From an optimization exercise on the open Yosys and OpenROAD flow, aimed at small area; shortcuts taken in it are not production practice.
Function was checked by simulation only, so behaviour that the tests miss may differ from the original.
No activity file was given, so power comes from the tool's default toggle rates. No driver is modelled on the clock port, so clocking that relies on it looks cheaper here than on a real chip.

Design top, start of the top module:
module top(
  input clk,
  input [7:0] sig,
  output signed [7:0] out_1M, out_3M
);
For scale: about 4,400 flip-flops.
Settings: LEC_CHECK=0, ABC_AREA=1, CAP_MARGIN=20, CORE_MARGIN=2, CORE_UTILIZATION=60, GPL_TIMING_DRIVEN=0, PLACE_DENSITY=0.7, SLEW_MARGIN=20, SYNTH_HIERARCHICAL=1, SYNTH_MEMORY_MAX_BITS=65536; clock period 10.0 ns.
standard.sh (not shown) runs the stock make flow with config.mk's settings and CLKGATE_MAP_FILE= SYNTH_SCRIPT=/design/flow/synth_recipe.tcl, a recipe that flattens the netlist after the stock synthesis.
==> flow/flow/run.sh <==
#!/bin/bash
# The standard flow, with a clock tree built without dummy loads and
# the smallest buffer on each port.
bash standard.sh CTS_ARGS="-sink_clustering_enable -repair_clock_nets -sink_clustering_size 36 -sink_clustering_max_diameter 60 -buf_list sky130_fd_sc_hd__clkbuf_16 -dont_use_dummy_load" BUFFER_PORTS_ARGS="-buffer_cell sky130_fd_sc_hd__buf_1" finish > standard.log 2>&1
The baseline passed the timing, DRC and antenna checks.
Rerun with:
==> flow/flow/run.sh (replaced) <==
#!/bin/bash
# The standard flow, with a clock tree built without dummy loads and
# the smallest buffer on each port.
bash standard.sh CTS_ARGS="-sink_clustering_enable -repair_clock_nets -sink_clustering_size 36 -sink_clustering_max_diameter 80 -buf_list sky130_fd_sc_hd__clkbuf_16 -dont_use_dummy_load" BUFFER_PORTS_ARGS="-buffer_cell sky130_fd_sc_hd__buf_1" finish > standard.log 2>&1
CORE_UTILIZATION = 75   (was 60)
PLACE_DENSITY = 0.8   (was 0.7)
Now the flow failed in detailed placement.
Area after synthesis stays the same.
Synthesized cell count stays the same.
Rerun with:
CORE_UTILIZATION = 60   (was 75)
PLACE_DENSITY = 0.7   (was 0.8)
Now the flow completed without violations.
Area after synthesis does not change.
Synthesized cell count stays the same.
Rerun with:
==> flow/flow/run.sh (replaced) <==
#!/bin/bash
# The standard flow, with a clock tree built without dummy loads and
# the smallest buffer on each port.
bash standard.sh CTS_ARGS="-sink_clustering_enable -repair_clock_nets -sink_clustering_size 36 -sink_clustering_max_diameter 80 -sink_clustering_buffer sky130_fd_sc_hd__clkbuf_16 -buf_list {sky130_fd_sc_hd__clkbuf_8 sky130_fd_sc_hd__clkbuf_16} -dont_use_dummy_load" BUFFER_PORTS_ARGS="-buffer_cell sky130_fd_sc_hd__buf_1" finish > standard.log 2>&1
What happened: The changed run went through all stages and came out clean. Critical path depth stays the same. Hold slack stays the same. First-iteration DRC count stays the same. Wire length does not change. Via count is unchanged.

* * *

Starting RTL as in the previous note.
Settings: LEC_CHECK=0, ABC_AREA=1, CAP_MARGIN=20, CORE_MARGIN=2, CORE_UTILIZATION=60, GPL_TIMING_DRIVEN=0, PLACE_DENSITY=0.7, SLEW_MARGIN=20, SYNTH_HIERARCHICAL=1, SYNTH_MEMORY_MAX_BITS=65536; clock period 10.0 ns.
==> flow/flow/run.sh <==
#!/bin/bash
# The standard flow, with a clock tree built without dummy loads and
# the smallest buffer on each port.
bash standard.sh CTS_ARGS="-sink_clustering_enable -repair_clock_nets -sink_clustering_size 20 -sink_clustering_max_diameter 60 -buf_list sky130_fd_sc_hd__clkbuf_8 -dont_use_dummy_load" BUFFER_PORTS_ARGS="-buffer_cell sky130_fd_sc_hd__buf_1" finish > standard.log 2>&1
Change:
==> flow/flow/run.sh (replaced) <==
#!/bin/bash
# The standard flow, with a clock tree built without dummy loads and
# the smallest buffer on each port.
bash standard.sh CTS_ARGS="-sink_clustering_enable -repair_clock_nets -sink_clustering_size 36 -sink_clustering_max_diameter 80 -buf_list sky130_fd_sc_hd__clkbuf_16 -dont_use_dummy_load" BUFFER_PORTS_ARGS="-buffer_cell sky130_fd_sc_hd__buf_1" finish > standard.log 2>&1
- CORE_UTILIZATION: 60 -> 85
- PLACE_DENSITY: 0.7 -> 0.9
The new run never finished: it broke off in detailed placement.
Area after synthesis is unchanged.
Synthesized cell count is unchanged.

* * *

top, a different RTL version from the one above (not shown whole).
For scale: ~6,100 cells after synthesis, ~4,300 flip-flops, ~25 I/O pins, about 120,000 um2 of cells after synthesis.
Settings: LEC_CHECK=0, ABC_AREA=1, CAP_MARGIN=20, CORE_MARGIN=2, CORE_UTILIZATION=60, CTS_BUF_LIST=sky130_fd_sc_hd__clkbuf_8, CTS_CLUSTER_DIAMETER=60, CTS_CLUSTER_SIZE=18, GPL_TIMING_DRIVEN=0, PLACE_DENSITY=0.7, SLEW_MARGIN=20, SYNTH_HIERARCHICAL=1; clock period 10.0 ns.
run.sh (not shown) runs the stock make flow with config.mk's settings and CLKGATE_MAP_FILE= SYNTH_SCRIPT=/design/flow/synth_recipe.tcl, a recipe that flattens the netlist after the stock synthesis.
Stock flow here: none of the scripts above is used.
Edit:
--- a/flow/config.mk
+++ b/flow/config.mk
@@ -10,7 +10,7 @@
 export CORE_MARGIN = 2
 export CORE_UTILIZATION = 60
-export CTS_BUF_LIST = sky130_fd_sc_hd__clkbuf_8
-export CTS_CLUSTER_DIAMETER = 60
-export CTS_CLUSTER_SIZE = 18
+export CTS_BUF_LIST = sky130_fd_sc_hd__clkbuf_16
+export CTS_CLUSTER_DIAMETER = 80
+export CTS_CLUSTER_SIZE = 28
 export GPL_TIMING_DRIVEN = 0
 export PLACE_DENSITY = 0.7
=>
- The changed run completed with no timing, DRC or antenna violations
- utilization rises by 0.26 points
- design area is higher by 0.40%
- worst setup slack improved by 11 ps
- global-route usage fell by 0.11 points
Edit:
--- a/flow/config.mk
+++ b/flow/config.mk
@@ -10,7 +10,5 @@
 export CORE_MARGIN = 2
 export CORE_UTILIZATION = 60
-export CTS_BUF_LIST = sky130_fd_sc_hd__clkbuf_16
-export CTS_CLUSTER_DIAMETER = 80
-export CTS_CLUSTER_SIZE = 28
+export CTS_BUF_LIST = sky130_fd_sc_hd__clkbuf_2 sky130_fd_sc_hd__clkbuf_8
 export GPL_TIMING_DRIVEN = 0
 export PLACE_DENSITY = 0.7
Clock skew climbs by 21 ps. Total power climbs by about a fifth. Worst setup slack gets better by 9.8 ps. Sequential share of layout area drops by 3.9 points. Maximum frequency barely changes. Design area grows by a few percent. Via count came out higher by a little under a tenth. Hold slack gets worse by 23 ps. Core utilization increases by 3.9 points. Die area stays the same.
Edit:
--- a/flow/config.mk
+++ b/flow/config.mk
@@ -10,5 +10,5 @@
 export CORE_MARGIN = 2
 export CORE_UTILIZATION = 60
-export CTS_BUF_LIST = sky130_fd_sc_hd__clkbuf_2 sky130_fd_sc_hd__clkbuf_8
+export CTS_BUF_LIST = sky130_fd_sc_hd__clkbuf_4
 export GPL_TIMING_DRIVEN = 0
 export PLACE_DENSITY = 0.7
After rerunning: Power drops by 2.9%. Setup slack improves by 44 ps. Die area stays the same. Final cell count rises by 6.0%. Final area drops by 0.46%. Clock-buffer cell count rose by 470. Clock power decreases by about 6%.

* * *

## rev 12
top with an RTL version that a note above also has.
Size in the first run: ~5800 cells after synthesis, roughly 4400 flip-flops, ~100000 sq um of cells after synthesis.
## top
module top(
  input clk,
  input [7:0] sig,
  output signed [7:0] out_1M, out_3M
);
  reg [478:0] x3;   
  reg [545:0] x4;   
  reg [946:0] x5;   
  reg [952:0] x6;   
  reg [958:0] x7;   
  reg [451:0] sl;   
  wire [9:0] wb_i;
  reg [4:0] wb_c;   
  reg [1:0] wb_m3;
  reg [2:0] wb_m4;
  reg [2:0] wb_m5;
  reg [3:0] wb_m6;
  reg [4:0] wb_m7;
  wire [16:0] wb;
  reg [9:0] cnt;   
  reg [10:0] bh;    
  reg [10:0] accb;  
  wire [9:0] wl_i;
  reg [3:0] wl_c;   
  reg [1:0] wl_m5;
  reg [2:0] wl_m6;
  reg [3:0] wl_m7;
  wire [8:0] wl;
  reg [7:0] la, lb, lc, ls;   
  reg [7:0] accl;   
  reg [6:0] ws, accw;   
  assign wb_i = cnt < 10'd303 ? cnt : 10'd604 - cnt;
  always @* begin
    case (wb_i)
      0: wb_c = 17;
      1: wb_c = 17;
      2: wb_c = 17;
      3: wb_c = 17;
      4: wb_c = 17;
      16: wb_c = 1;
      17: wb_c = 1;
      18: wb_c = 1;
      19: wb_c = 1;
      20: wb_c = 1;
      21: wb_c = 1;
      22: wb_c = 1;
      32: wb_c = 17;
      33: wb_c = 17;
      34: wb_c = 17;
      35: wb_c = 17;
      36: wb_c = 17;
      37: wb_c = 17;
  ...
clock: 10.0 ns
lec_check: 0
abc_area: 1
cap_margin: 20
core_margin: 2
core_utilization: 60
gpl_timing_driven: 0
place_density: 0.7
slew_margin: 20
synth_hierarchical: 1
synth_memory_max_bits: 65536
standard.sh (not shown) runs the stock make flow with config.mk's settings and CLKGATE_MAP_FILE= SYNTH_SCRIPT=/design/flow/synth_recipe.tcl, a recipe that flattens the netlist after the stock synthesis.
==> flow/flow/run.sh <==
#!/bin/bash
# The standard flow, with a clock tree built without dummy loads and
# the smallest buffer on each port.
bash standard.sh CTS_ARGS="-sink_clustering_enable -repair_clock_nets -sink_clustering_size 36 -sink_clustering_max_diameter 80 -sink_clustering_buffer sky130_fd_sc_hd__clkbuf_16 -buf_list {sky130_fd_sc_hd__clkbuf_4 sky130_fd_sc_hd__clkbuf_16} -dont_use_dummy_load" BUFFER_PORTS_ARGS="-buffer_cell sky130_fd_sc_hd__buf_1" finish > standard.log 2>&1
Rev 12 finished every step from synthesis to the final layout, and the layout passed the timing, DRC and antenna checks.
Changes in rev 13 relative to rev 12:
Settings: changing CAP_MARGIN from 20 to 0; changing SLEW_MARGIN from 20 to 0.
==> flow/flow/run.sh <==
#!/bin/bash
# The standard flow, with a clock tree built without dummy loads and
# the smallest buffer on each port.
bash standard.sh CTS_ARGS="-sink_clustering_enable -repair_clock_nets -sink_clustering_size 36 -sink_clustering_max_diameter 80 -buf_list sky130_fd_sc_hd__clkbuf_16 -dont_use_dummy_load" BUFFER_PORTS_ARGS="-buffer_cell sky130_fd_sc_hd__buf_1" finish > standard.log 2>&1
## What came out
Compared to rev 12, rev 13 has critical path depth 2 higher. Compared with rev 12, in rev 13 global-route track usage on met1 has remained practically unchanged, setup slack dropped 0.061 ns.

static timing again, ports no longer ideal:
No port has a modelled driver above. Below, the same layouts with a new extraction and two added sets of constraints. Step 1 assumes that a clkbuf_16 drives the clock port and a buf_2 every other input. Step 2 moves the port delays by t, midway between the first and last clock arrival at a register: inputs arrive t later, outputs are due t later. That takes back most of the time a late clock gives input paths. Slacks: ideal / step 1 / step 2; pairs: ideal / step 1.
| run | t, ns | setup slack, ns | worst setup path after step 2 | slew at the worst register clock pin (ns) |
|---|---|---|---|---|
| the first run of note 1 | 0.857 | 0.529 / 0.529 / 0.529 | register to register | 0.12 / 0.12 |
| the third run of note 1 | 0.855 | 0.558 / 0.558 / 0.558 | register to register | 0.12 / 0.12 |
| the fourth run of note 1 | 0.855 | 0.558 / 0.558 / 0.558 | register to register | 0.12 / 0.12 |
| the first run of note 2 | 1.037 | 0.532 / 0.532 / 0.532 | register to register | 0.11 / 0.11 |
| the first run of note 3 | 1.114 | 0.831 / 0.831 / 0.831 | register to register | 0.12 / 0.12 |
| the second run of note 3 | 0.909 | 0.842 / 0.842 / 0.842 | register to register | 0.11 / 0.11 |
| the third run of note 3 | 1.095 | 0.852 / 0.852 / 0.852 | register to register | 0.07 / 0.07 |
| the fourth run of note 3 | 1.450 | 0.897 / 0.897 / 0.897 | register to register | 0.09 / 0.09 |
| rev 12 | 0.855 | 0.558 / 0.558 / 0.558 | register to register | 0.12 / 0.12 |
| rev 13 | 0.856 | 0.497 / 0.497 / 0.497 | register to register | 0.12 / 0.12 |
After both steps setup and hold are still met in every run listed.
